This design comes from an exercise in tuning for small area on the open sky130 flow, not from production work. Only simulation tests tie the RTL to the original design; equivalence was not proved.

==> inputs of wip/fjord <==
## de1_soc_uart_top
module de1_soc_uart_top (
    input  wire        CLOCK_50,
    input  wire        reset_n,
    input  wire        serial_rx,
    output wire        serial_tx,
    input  wire [2:0]  baud_select,
    output wire        tx_busy_led
);
  wire [7:0] rx_byte;
  wire       rx_byte_valid;
  wire [7:0] tx_byte;
  wire       tx_byte_load;
  wire       tx_byte_valid;
  wire       tx_busy;
  wire       tx_start_bit;
  uart_rx uart_rx_inst (
      .clk(CLOCK_50),
      .rst_n(reset_n),
      .baud_set(baud_select),
      .din(serial_rx),
      .rx_dout(rx_byte),
      .rx_vld(rx_byte_valid)
  );
  control control_inst (
      .clk(CLOCK_50),
      .rst_n(reset_n),
      .rx_din(rx_byte),
      .rx_vld(rx_byte_valid),
      .busy(tx_busy),
      .tx_din(tx_byte),
      .tx_load(tx_byte_load),
      .tx_vld(tx_byte_valid)
  );
  uart_tx uart_tx_inst (
      .clk(CLOCK_50),
      .rst_n(reset_n),
      .baud_set(baud_select),
      .tx_din(tx_byte),
      .tx_load(tx_byte_load),
      .tx_vld(tx_byte_valid),
      .tx_dout(serial_tx),
      .busy(tx_busy)
  );
  assign tx_busy_led = tx_busy;
endmodule
Settings: LEC_CHECK=0, CAP_MARGIN=20, CELL_PAD_IN_SITES_DETAIL_PLACEMENT=0, CELL_PAD_IN_SITES_GLOBAL_PLACEMENT=1, CORE_MARGIN=2, CORE_UTILIZATION=65, PLACE_DENSITY=0.75, SLEW_MARGIN=20; clock period 20.0 ns.
standard.sh (not shown) runs the stock make flow with config.mk's settings and CLKGATE_MAP_FILE= SYNTH_SCRIPT=/design/flow/synth_recipe.tcl, a recipe that flattens the netlist after the stock synthesis.
==> flow/flow/run.sh <==
#!/bin/bash
# The standard layout (standard.sh), with clock tree synthesis told to
# build leaf clusters of at most 18 sinks driven by clkbuf_8 and to insert
# no dummy loads: the ~2100 flip-flops otherwise get a clkbuf_16 per ~12
# sinks plus dummy loads. The full output goes to standard.log; ORFS's own
# per-step logs are under orfs/logs.
set -euo pipefail
export CTS_ARGS="-sink_clustering_enable -repair_clock_nets -dont_use_dummy_load -buf_list sky130_fd_sc_hd__clkbuf_8 -sink_clustering_size 20 -sink_clustering_max_diameter 45"
bash standard.sh > standard.log 2>&1
==> wip/nickel: changes against wip/fjord <==
==> flow/design.v (replaced) <==
module uart_rx (
    input            clk,
    input            rst_n,
    input      [2:0] baud_set,
    input            din,
    output     [7:0] rx_dout,
    output reg       rx_vld
);
  reg [12:0] rx_bps;
  reg [12:0] rx_half;
  always @(*) begin
    case (baud_set)
      3'd1: begin rx_bps = 13'd867;  rx_half = 13'd434;  end
      3'd2: begin rx_bps = 13'd1301; rx_half = 13'd651;  end
      3'd3: begin rx_bps = 13'd2603; rx_half = 13'd1302; end
      3'd4: begin rx_bps = 13'd5207; rx_half = 13'd2604; end
      default: begin rx_bps = 13'd433; rx_half = 13'd217; end
    endcase
  end
  reg [12:0] cnt_bps;
  reg [3:0]  cnt_bit;
  reg [8:0]  rx_data_r;
  reg        din_r0, din_r1, din_r2;
  reg        rx_flag;
  wire end_cnt_bps = rx_flag && cnt_bps == rx_bps;
  wire end_cnt_bit = end_cnt_bps && (cnt_bit == 4'd9 || rx_data_r[0]);
  wire nedge = ~din_r1 & din_r2;
  always @(posedge clk or negedge rst_n) begin
    if (!rst_n) begin
      cnt_bps <= 13'd0;
    end else if (rx_flag) begin
      if (end_cnt_bps) cnt_bps <= 13'd0;
      else cnt_bps <= cnt_bps + 13'd1;
    end
  end
  always @(posedge clk or negedge rst_n) begin
    if (!rst_n) begin
      din_r0 <= 1'b1;
      din_r1 <= 1'b1;
      din_r2 <= 1'b1;
    end else begin
      din_r0 <= din;
      din_r1 <= din_r0;
      din_r2 <= din_r1;
    end
  end
  always @(posedge clk or negedge rst_n) begin
    if (!rst_n) rx_flag <= 1'b0;
    else if (nedge && !rx_flag) rx_flag <= 1'b1;
    else if (end_cnt_bit) rx_flag <= 1'b0;
  end
  always @(posedge clk or negedge rst_n) begin
    if (!rst_n) cnt_bit <= 4'd0;
    else if (end_cnt_bps) begin
      if (end_cnt_bit) cnt_bit <= 4'd0;
      else cnt_bit <= cnt_bit + 4'd1;
    end
  end
  always @(posedge clk or negedge rst_n) begin
    if (!rst_n) rx_data_r <= 9'd0;
    else if (rx_flag && cnt_bps == rx_half && cnt_bit != 4'd9)
      rx_data_r[cnt_bit] <= din_r1;
  end
  assign rx_dout = rx_data_r[8:1];
  always @(posedge clk or negedge rst_n) begin
    if (!rst_n) rx_vld <= 1'b0;
    else rx_vld <= end_cnt_bit;
  end
endmodule
module fifo (
    input  wire       aclr_n,
    input  wire       clock,
    input  wire [7:0] data,
    input  wire       rdreq,
    input  wire       wrreq,
    output wire       empty,
    output wire       full,
    output wire [7:0] q,
    output wire       q_load,
    output wire [7:0] usedw
);
  reg [2047:0] ring;
  reg [7:0]    ph;
  reg [7:0]    rd_ptr;
  reg [7:0]    wr_ptr;
  reg [8:0]    usedw_reg;
  reg          wr_pend;
  reg          rd_pend;
  wire read_en  = rdreq && !empty;
  wire write_en = wrreq && !full;
  assign empty = (usedw_reg == 9'd0);
  assign full  = usedw_reg[8];
  assign usedw = usedw_reg[7:0];
  wire commit = wr_pend && (ph == wr_ptr);
  assign q_load = rd_pend && (ph == rd_ptr);
  assign q = ring[2047:2040];
  always @(posedge clock) begin
    ring <= {ring[7:0], commit ? data : ring[2047:2040], ring[2039:8]};
  end
  always @(posedge clock or negedge aclr_n) begin
    if (!aclr_n) begin
      ph        <= 8'd0;
      rd_ptr    <= 8'd0;
      wr_ptr    <= 8'd0;
      usedw_reg <= 9'd0;
      wr_pend   <= 1'b0;
      rd_pend   <= 1'b0;
    end else begin
      ph <= ph + 8'd1;
      if (write_en) begin
        wr_ptr  <= wr_ptr + 8'd1;
        wr_pend <= 1'b1;
      end else if (commit) begin
        wr_pend <= 1'b0;
      end
      if (read_en) begin
        rd_ptr  <= rd_ptr + 8'd1;
        rd_pend <= 1'b1;
      end else if (q_load) begin
        rd_pend <= 1'b0;
      end
      case ({write_en, read_en})
        2'b10: usedw_reg <= usedw_reg + 9'd1;
        2'b01: usedw_reg <= usedw_reg - 9'd1;
        default: ;
      endcase
    end
  end
endmodule
module control (
    input        clk,
    input        rst_n,
    input  [7:0] rx_din,
    input        rx_vld,
    input        busy,
    output [7:0] tx_din,
    output       tx_load,
    output reg   tx_vld
);
  wire       empty, full;
  wire [7:0] usedw;
  reg        rd_flag;
  wire       rdreq = rd_flag && !empty && !busy;
  always @(posedge clk or negedge rst_n) begin
    if (!rst_n) rd_flag <= 1'b0;
    else if (usedw >= 8'd8) rd_flag <= 1'b1;
    else if (empty) rd_flag <= 1'b0;
  end
  always @(posedge clk or negedge rst_n) begin
    if (!rst_n) tx_vld <= 1'b0;
    else tx_vld <= rdreq;
  end
  fifo fifo_inst (
      .aclr_n(rst_n),
      .clock(clk),
      .data(rx_din),
      .rdreq(rdreq),
      .wrreq(rx_vld && !full),
      .empty(empty),
      .full(full),
      .q(tx_din),
      .q_load(tx_load),
      .usedw(usedw)
  );
endmodule
module uart_tx (
    input            clk,
    input            rst_n,
    input      [2:0] baud_set,
    input      [7:0] tx_din,
    input            tx_load,
    input            tx_vld,
    output reg       tx_dout,
    output           busy
);
  reg [12:0] tx_bps;
  always @(*) begin
    case (baud_set)
      3'd1: tx_bps = 13'd867;
      3'd2: tx_bps = 13'd1301;
      3'd3: tx_bps = 13'd2603;
      3'd4: tx_bps = 13'd5207;
      default: tx_bps = 13'd433;
    endcase
  end
  reg [12:0] cnt_bps;
  reg [3:0]  cnt_bit;
  reg        tx_flag;
  reg [7:0]  tx_data_r;
  wire end_cnt_bps = tx_flag && cnt_bps == tx_bps;
  wire end_cnt_bit = end_cnt_bps && cnt_bit == 4'd9;
  always @(posedge clk or negedge rst_n) begin
    if (!rst_n) cnt_bps <= 13'd0;
    else if (tx_flag) begin
      if (end_cnt_bps) cnt_bps <= 13'd0;
      else cnt_bps <= cnt_bps + 13'd1;
    end
  end
  always @(posedge clk or negedge rst_n) begin
    if (!rst_n) cnt_bit <= 4'd0;
    else if (end_cnt_bps) begin
      if (end_cnt_bit) cnt_bit <= 4'd0;
      else cnt_bit <= cnt_bit + 4'd1;
    end
  end
  always @(posedge clk or negedge rst_n) begin
    if (!rst_n) tx_flag <= 1'b0;
    else if (tx_vld) tx_flag <= 1'b1;
    else if (end_cnt_bit) tx_flag <= 1'b0;
  end
  always @(posedge clk) begin
    if (tx_load) tx_data_r <= tx_din;
  end
  reg bit_val;
  always @(*) begin
    case (cnt_bit)
      4'd0: bit_val = 1'b0;
      4'd1: bit_val = tx_data_r[0];
      4'd2: bit_val = tx_data_r[1];
      4'd3: bit_val = tx_data_r[2];
      4'd4: bit_val = tx_data_r[3];
      4'd5: bit_val = tx_data_r[4];
      4'd6: bit_val = tx_data_r[5];
      4'd7: bit_val = tx_data_r[6];
      4'd8: bit_val = tx_data_r[7];
      default: bit_val = 1'b1;
    endcase
  end
  always @(posedge clk or negedge rst_n) begin
    if (!rst_n) tx_dout <= 1'b1;
    else if (tx_flag && cnt_bps == 13'd1) tx_dout <= bit_val;
  end
  assign busy = tx_vld | tx_flag;
endmodule
module de1_soc_uart_top (
    input  wire        CLOCK_50,
    input  wire        reset_n,
    input  wire        serial_rx,
    output wire        serial_tx,
    input  wire [2:0]  baud_select,
    output wire        tx_busy_led
);
  wire [7:0] rx_byte;
  wire       rx_byte_valid;
  wire [7:0] tx_byte;
  wire       tx_byte_load;
  wire       tx_byte_valid;
  wire       tx_busy;
  wire       tx_start_bit;
  uart_rx uart_rx_inst (
      .clk(CLOCK_50),
      .rst_n(reset_n),
      .baud_set(baud_select),
      .din(serial_rx),
      .rx_dout(rx_byte),
      .rx_vld(rx_byte_valid)
  );
  control control_inst (
      .clk(CLOCK_50),
      .rst_n(reset_n),
      .rx_din(rx_byte),
      .rx_vld(rx_byte_valid),
      .busy(tx_busy),
      .tx_din(tx_byte),
      .tx_load(tx_byte_load),
      .tx_vld(tx_byte_valid)
  );
  uart_tx uart_tx_inst (
      .clk(CLOCK_50),
      .rst_n(reset_n),
      .baud_set(baud_select),
      .tx_din(tx_byte),
      .tx_load(tx_byte_load),
      .tx_vld(tx_byte_valid),
      .tx_dout(serial_tx),
      .busy(tx_busy)
  );
  assign tx_busy_led = tx_busy;
endmodule
==> flow/run.sh (new file) <==
#!/bin/bash
# synth_recipe.tcl (not shown) runs the flow's synth.tcl, then flattens the netlist and writes it again
# the make line also repeats each setting of config.mk as NAME=value (left out here)
make -C /OpenROAD-flow-scripts/flow DESIGN_CONFIG=/design/flow/config.mk WORK_HOME=/design/flow/orfs CLKGATE_MAP_FILE= SYNTH_SCRIPT=/design/flow/synth_recipe.tcl finish
Settings changed: CELL_PAD_IN_SITES_DETAIL_PLACEMENT 0 to 1, CELL_PAD_IN_SITES_GLOBAL_PLACEMENT 1 to 2, CORE_UTILIZATION 65 to 30, PLACE_DENSITY 0.75 to 0.55.
removed: flow/flow/run.sh
removed: flow/standard.sh
==> summary.txt <==
- The flow ran to the end and the layout has no timing, DRC or antenna violations.
- The number of antenna violations at the first check in global routing is 1.
- After layout, the worst path uses 30.0% of the clock period.
- The tree is rooted in a clkbuf_8.
- There are 2127 flip-flops and latches.
- The inverter count of the layout excluding clock inverters is 27.
- The flop and latch count out of synthesis is between 2000 and 2500.
Source of the figures above: wip/fjord

==> summary.txt <==
- The run finished with no timing, DRC or antenna violations.
- The flop and latch count out of synthesis is 2143.
- The sequential cell count is between 2000 and 2500.
- The share of the clock period used by the worst path after layout is between 30% and 40%.
- The root buffer cell chosen for the clock tree is clkbuf_16.
- The inverter count of the layout excluding clock inverters is 21.
- The number of antenna violations at the first check in global routing came to 0.
Source of the figures above: wip/nickel

## static timing again, ports no longer ideal
How much do the figures lean on ideal ports? The routed layouts below were timed once more, with nothing changed but the port constraints. Step 1 assumes that a clkbuf_16 drives the clock port and a buf_2 every other input. Step 2 adds t to the input delays and takes it off the output delays; t is the mean of the earliest and latest rising clock arrival at the registers after step 1. Input paths then give back, and output paths get back, about the clock's delay inside the block. Slacks: ideal / step 1 / step 2; pairs: ideal / step 1.
| run | shift t [ns] | setup WS [ns] | worst setup path at the end | clock arrival spread, ns | worst slew at a driven data input, ns |
|---|---|---|---|---|---|
| wip/fjord | 0.793 | 14.007 / 13.958 / 13.242 | input to register | 0.093 / 0.093 | 0.03 |
| wip/nickel | 0.839 | 13.169 / 13.201 / 12.362 | input to register | 0.040 / 0.041 | 0.03 |
After both steps every run listed still meets setup and hold. For wip/nickel, which loses most, drivers alone change the setup slack by +0.032 ns; drivers and shift together by -0.807 ns.
